Source: an optimization exercise on an open RTL-to-GDS flow (aim: small area). Production flows keep margins and buffers that such runs may drop. Function was checked by simulation only, so behaviour that the tests miss may differ from the original. Power is estimated from default activity; no workload was simulated.

$ cat design/flow/run.sh
#!/bin/bash
# synth_recipe.tcl (not shown) runs the flow's synth.tcl, then flattens the netlist and writes it again
# the make line also repeats each setting of config.mk as NAME=value (left out here)
make -C /OpenROAD-flow-scripts/flow DESIGN_CONFIG=/design/flow/config.mk WORK_HOME=/design/flow/orfs CLKGATE_MAP_FILE= SYNTH_SCRIPT=/design/flow/synth_recipe.tcl finish
$ cat design/flow/config.mk
export PLATFORM = sky130hd
export DESIGN_NAME = top
export DESIGN_NICKNAME = top
export VERILOG_FILES = /design/flow/design.v
export SDC_FILE = /design/flow/constraint.sdc
export NUM_CORES = 4
export LEC_CHECK = 0
export CAP_MARGIN = 20
export CORE_MARGIN = 2
export CORE_UTILIZATION = 40
export SLEW_MARGIN = 20
$ cat design/flow/constraint.sdc
create_clock -name core_clock -period 15.0 [get_ports {clkin}]
set_input_delay 3.0000 -clock core_clock [delete_from_list [all_inputs] [get_ports {clkin}]]
set_output_delay 3.0000 -clock core_clock [all_outputs]
set_load 0.01 [all_outputs]
$ cat design/flow/design.v
`timescale 1ns / 1ps
module s_div (
    input            clkin,
    input            rst_n,
    output reg [3:0] a,
    output reg [7:0] g
    );
    wire a9   = a[3] & a[0];                          
    wire g199 = g[7] & g[6] & ~g[5] & g[2] & g[1] & g[0];
    always @(posedge clkin) begin
        if (!rst_n) begin
            a <= 4'd0;
            g <= 8'hff;
        end else if (a9) begin
            a <= 4'd0;
            g <= g199 ? 8'd0 : g + 8'd1;
        end else
            a <= a + 4'd1;
    end
endmodule
`timescale 1ns / 1ps
module ajxd (
    input            clkin,
    input      [3:0] btn_in,
    input            first,      
    input            second,     
    output reg [3:0] btn_out
    );
    always @(posedge clkin) begin
        if (first)       btn_out <= btn_in;
        else if (second) btn_out <= btn_out & btn_in;
    end
endmodule
`timescale 1ns / 1ps
module decoder_7seg (
    input      [3:0] d,
    output reg [6:0] s
    );
    always @(*)
        case (d)
            4'd0:  s = 7'b1111110;
            4'd1:  s = 7'b0110000;
            4'd2:  s = 7'b1101101;
            4'd3:  s = 7'b1111001;
            4'd4:  s = 7'b0110011;
            4'd5:  s = 7'b1011011;
            4'd6:  s = 7'b0011111;
            4'd7:  s = 7'b1110000;
            4'd8:  s = 7'b1111111;
            4'd9:  s = 7'b1110011;
            4'd10: s = 7'b0000001;
            4'd11: s = 7'b1000000;
            4'd12: s = 7'b0001000;
            default: s = 7'b0000000;
        endcase
endmodule
`timescale 1ns / 1ps
module top(
    input clkin,     
    input rst_n,     
    input power,     
    input reset,     
    input [3:0] col,
    output beep,     
    output [11:0] led,
    output [7:0] seg,
    output [5:0] dig,
    output [3:0] row
    );
    assign row = 4'b1110;
    wire [3:0] a;
    wire [7:0] g;
    s_div tb0(.clkin(clkin), .rst_n(rst_n), .a(a), .g(g));
    wire a9     = a[3] & a[0];
    wire step   = a9 & (g == 8'd98);     
    wire samp1  = a9 & (g == 8'd18);     
    wire samp2  = a9 & (g == 8'd58);
    wire [3:0] key;
    ajxd kb(.clkin(clkin), .btn_in(col), .first(samp1), .second(samp2), .btn_out(key));
    wire [3:0] k = ~key;     
    reg [1:0] t;
    reg [3:0] o;
    reg       dir;
    reg       fl1, fl2;      
    reg [3:0] lr;            
    reg       rs;            
    wire id  = (t == 2'd0) & (o == 4'd0);    
    wire ar  = t[1] & t[0];                  
    wire mv  = ~id & ~ar;                    
    wire n29 = t[1] & ~t[0] & o[3] & o[0];
    wire p   = power;
    wire pu  = p & ~fl2 & (k[3] | k[1]);     
    wire pd  = p & ~fl1 & (k[2] | k[0]);     
    wire R   = (rs ^ reset) & ~fl1;          
    wire e1  = (lr[3] | lr[1]) & ~(ar & ~dir);
    wire e2  = (mv & dir) | ((lr[2] | lr[0]) & ~(ar & dir));
    wire E1  = p & (pu | (e1 & ~R));
    wire E2  = p & (pd | e2 | R);
    wire cont  = mv & p & ~R & (dir ? ~pd : ~pu);    
    wire start = ~cont & (E1 | E2);                  
    wire [1:0] tn = cont ? (o[3] & o[0] ? t + 2'd1 : t) : 2'd0;
    wire [3:0] on = cont ? (o[3] & o[0] ? 4'd0 : o + 4'd1) : {3'd0, start};
    wire dirn  = cont ? dir : (start ? E2 : (p & (~id | dir)));
    wire arrn  = cont & n29;
    wire idn   = ~cont & ~start;
    always @(posedge clkin) begin
        if (!rst_n) begin
            t <= 2'd0; o <= 4'd0; dir <= 1'b0; fl1 <= 1'b1; fl2 <= 1'b0; lr <= 4'd0; rs <= 1'b0;
        end else if (step) begin
            rs    <= reset;
            t     <= tn;
            o     <= on;
            dir   <= dirn;
            fl1   <= idn ? fl1 : (arrn & dir);
            fl2   <= idn ? fl2 : (arrn & ~dir);
            lr[3] <= E1 & (lr[3] | (p & ~fl2 & k[3]));
            lr[1] <= E1 & (lr[1] | (p & ~fl2 & k[1]));
            lr[2] <= E2 & (lr[2] | (p & ~fl1 & k[2]));
            lr[0] <= E2 & (lr[0] | (p & ~fl1 & k[0]));
        end
    end
    wire [4:0] th;
    assign th[0] = t[1] | t[0] | o[3] | (o[2] & o[1]);       
    assign th[1] = t[1] | (t[0] & (o[3] | o[2] | o[1]));     
    assign th[2] = t[1] | (t[0] & o[3]);                     
    assign th[3] = t[1] & (t[0] | o[3] | o[2]);              
    assign th[4] = ar;                                       
    assign led[3:0]  = lr;
    assign led[6:4]  = 3'b000;
    assign led[11:7] = dir ? {th[0], th[1], th[2], th[3], th[4]} : th;
    assign beep = n29 & (g[2] ? (g[1] | g[0]) : ~(g[1] | g[0]));
    wire       v = ~(g[7] & g[6] & g[5]);
    wire [1:0] d = g[2:1];
    wire [1:0] sta = {~id & dir, ~id & ~dir};
    wire [1:0] ds  = id ? {dir & fl2, dir & fl1} : ((dir ^ ~t[1]) ? 2'd1 : 2'd2);
    reg  [1:0] sd;           
    always @(posedge clkin)
        if (d != 2'd1) sd <= sta;
    reg [3:0] sh;
    always @(*) begin
        if (!v)              sh = 4'd0;
        else case (d)
            2'd0: sh = {2'b00, ds};
            2'd1: sh = {1'b1, sd[1], ~sd[1], sd[0]};
            2'd2: sh = {2'b00, t[1] & ~t[0], t[0] & ~t[1]};
            default: sh = o;
        endcase
    end
    decoder_7seg dec(.d(sh), .s(seg[7:1]));
    assign seg[0] = v & (d == 2'd2);
    assign dig = {~(v & (d == 2'd2)), ~(v & (d == 2'd3)), 2'b11, ~(v & (d == 2'd1)), ~(v & (d == 2'd0))};
endmodule
==> reports/results.ini <==
[status]
status=no timing/DRC/antenna violations

[worst_setup_path]
setup.worst_path.class=reg -> out
required_ns=12.00
r2r_start=tb0.g[1]
crit_fanout=11
timing.reg2reg.worst_path_depth=6
worst_ep_arrival_time_ns=3.45
timing.critical_path.to_type=output pin
crit_start=t[1]
worst_setup_path_start_kind=flop

[sta]
setup_tns_ns=0
tightestPinTransition_ns=0.834
max_freq_mhz=155
rsz_0062_raised_after_global_routing=false
final.period_utilization_pct=43.0
setup_violations=0
finalClockSkew_ns=0.00640
worst_hold_slack_ns=0.488
post-route-min-period_ns=6.45
slew_headroom_pct=42.9
timing_hold_violations_final=0
finalMaxSlewViolations=0

[global_routing]
globalRouteOverflowTotal=0
pin_count_of_the_biggest_net_entering_global_routing=24
global_route_wire_length_before_repair_mm=8.39
number_of_antenna_violations_at_the_first_check_in_global_routing=0
first_global_vias=1818
globalRouteTotalUtil_pct=16.3

[clock_network]
cts_buffer_depth=2
clk_lat_worst_skew_ns=0.28
tritoncts=done
cts.reportedPaths.clkPinSlew_ns=0.07
number_of_resized_instances_in_the_post_cts_repair_step=0
cts_htree_levels=2
cts-hold-fix-buffers=0
clock_sink_count=32
cts.repair_timing.setup_buffer_count=0
tritoncts.num_buffers=5
clock_tree.root_cell=sky130_fd_sc_hd__clkbuf_8

[yosys]
synth_cells=283
synth_commonest_cells=sky130_fd_sc_hd__nand2_1 (32), sky130_fd_sc_hd__dfxtp_1 (26), sky130_fd_sc_hd__nor2_1 (19), sky130_fd_sc_hd__a21oi_1 (14), sky130_fd_sc_hd__ha_1 (14)
yosysWarningCount=4
number_of_flops_mapped_to_enable_cells_by_yosys=6
synth_cell_types=62
synth_async_sr_flop_share_pct=0
yosys_most_used_dff=sky130_fd_sc_hd__dfxtp_1
post-synth-top-count-cell=sky130_fd_sc_hd__nand2_1
synthesized_cell_area_um2=2300
synth.yosys.seq_area_share_pct=30.4
synthDominantAreaCellType=sky130_fd_sc_hd__dfxtp_1
synth_top_cells_by_area=sky130_fd_sc_hd__dfxtp_1 (23%), sky130_fd_sc_hd__edfxtp_1 (7.8%), sky130_fd_sc_hd__ha_1 (7.6%), sky130_fd_sc_hd__nand2_1 (5.2%), sky130_fd_sc_hd__nor2_1 (3.1%)
postSynthRegisterBits=32
synth_top_area_share_pct=22.6
syn_area_per_cell_um2=8.14

[placed_design]
gp_routability_congestion=0.841
dp_hpwl_mm=3.70
dp_cells=367
port_buffers=29
dpl_cell_area_um2=2570

[power]
p_leak_nw=1.03
p_sw_share_pct=22.8
seq_power_share_pct=55.5
pwr_density_cell_nw_per_um2=60.3
intPower_mw=0.123
ir_worst_vdd_mv=0.0460
switchingPower_mw=0.0365
combPwrFrac_pct=4.6
power.clock.fraction_pct=40.0

[finish]
design.final.nets=324
syn2layout_area_growth_pct=15.1
finalNonFillerCells=375
layout-drive-gt1-share_pct=7.26
postLayoutCellArea_um2=2650
antenna_diodes=0

[hold_path]
holdCritStartpoint=tb0.a[0]
min_path_type=reg -> reg
hold_depth=1

[floorplanning]
placement_rows=27
die_w_um=79.9
total_die_area_um2=6380
initial_core_util_pct=41.6
top_ports=39
chip_height_um=79.9
fp.coreArea_um2=5540

[detailed_routing]
wl_mm=4.99
drt_pass1_iterations=4
drt_iter0_markers=199
detailed_route_wire_length_per_cell_um=13.3
drt.antenna.violating_nets=0
total_number_of_vias=1991
avgViaCountPerCell=5.31
post-route-drc-count=0

[job]
cap_viol_max_count=0

-- sequential cells by signal (all words and copies together) (netlist names), 2 cells and up --
register    flops
t               2
kb.btn_out      4
sd              2
o               4
lr              4
tb0.a           4
tb0.g           8
-- worst paths after layout --
check | end | slack [ns]
max | seg[7] | 8.55
min reg2reg | tb0.a[0] | 0.49
min | tb0.a[0] | 0.49
max reg2reg | o[3] | 12.49
-- power by group through the flow --
stage / clock network, mW / registers (mW) / logic, mW
after global routing: 0.0705 / 0.0887 / 0.00840
after global placement: 0 / 0.0906 / 0.00739
final: 0.0639 / 0.0887 / 0.00734
after floorplan: 0 / 0.0904 / 0.00634
after detailed placement: 0 / 0.0906 / 0.00731
after CTS: 0.0664 / 0.0887 / 0.00734
-- cells in the final DEF, fill, tap and decap left out, types with 9 or more instances in the layout --
master	count
sky130_fd_sc_hd__dfxtp_1	26
sky130_fd_sc_hd__nor2_1	19
sky130_fd_sc_hd__nand2_1	32
sky130_fd_sc_hd__conb_1	9
sky130_fd_sc_hd__clkdlybuf4s50_1	29
sky130_fd_sc_hd__nand3_1	13
sky130_fd_sc_hd__a21oi_1	14
sky130_fd_sc_hd__inv_1	13
sky130_fd_sc_hd__o21ai_0	9
sky130_fd_sc_hd__ha_1	14
-- stage by stage --
step	util (%)	total power [mW]	setup WS [ns]
final	47.9	0.160	8.55
after global routing	47.9	0.168	8.25
after CTS	47.9	0.162	8.53
after detailed placement	46.4	0.0979	8.86
after global placement	46.4	0.0980	8.97
after floorplan	-	0.0967	9.47
-- metal layers --
layer  up-vias  routed length [µm]  global-route usage (%)
met4         0                  32                    3.56
met3         5                 217                    3.85
li1       1020                   -                       -
met5         -                   0                       0
met1       918                2510                    22.1
met2        48                2240                    26.3
-- final cells by class --
cell class	count	area, µm²
tap	72	90.1
clock buffer	6	72.6
fill	554	2890
timing repair buffer	29	290
sequential	32	701
clock inverter	2	11.3
multi-input combinational	220	1440
inverter	14	52.6
-- critical path: stages (launching register included) --
cell	delay [ns]
sky130_fd_sc_hd__dfxtp_1	0.52
sky130_fd_sc_hd__inv_1	0.16
sky130_fd_sc_hd__ha_1	0.24
sky130_fd_sc_hd__and4bb_1	0.28
sky130_fd_sc_hd__mux2_2	0.29
sky130_fd_sc_hd__o21ai_1	0.40
sky130_fd_sc_hd__inv_1	0.10
sky130_fd_sc_hd__ha_1	0.22
sky130_fd_sc_hd__mux2_2	0.26
sky130_fd_sc_hd__o21ai_0	0.15
sky130_fd_sc_hd__clkdlybuf4s50_1	0.55
-- cells by family (layout without fill, tap and decap cells) --
kind of cell,after synthesis,after routing,synth area share (%)
buffers and inverters,38,51,8.41
other,2,9,0.326
XOR/XNOR,10,10,3.80
adder cells (fa/ha/maj),14,14,7.60
flip-flops,32,32,30.4
AO/OA/AOI/OAI,63,63,18.5
AND/OR/NAND/NOR,117,117,27.7
multiplexers,7,7,3.31

-- port drivers added, routing unchanged --
No port has a modelled driver above. Below, the same layout with a new extraction and two added sets of constraints. Step 1 assumes that a clkbuf_16 drives the clock port and a buf_2 every other input. Step 2 times the ports against the registers' clock, not the clock port: input delays grow and output delays shrink by t, the midpoint of the rising clock arrivals with the driver on. Slacks: ideal / step 1 / step 2; pairs: ideal / step 1.
shift t [ns]: 0.303
slack for setup (ns): 8.553 / 8.529 / 8.833
worst setup path after step 2: register to output
worst slew at a driven data input, ns: 0.03
After both steps this run still meets setup and hold. For this run, drivers alone change the setup slack by -0.024 ns; drivers and shift together by +0.280 ns.
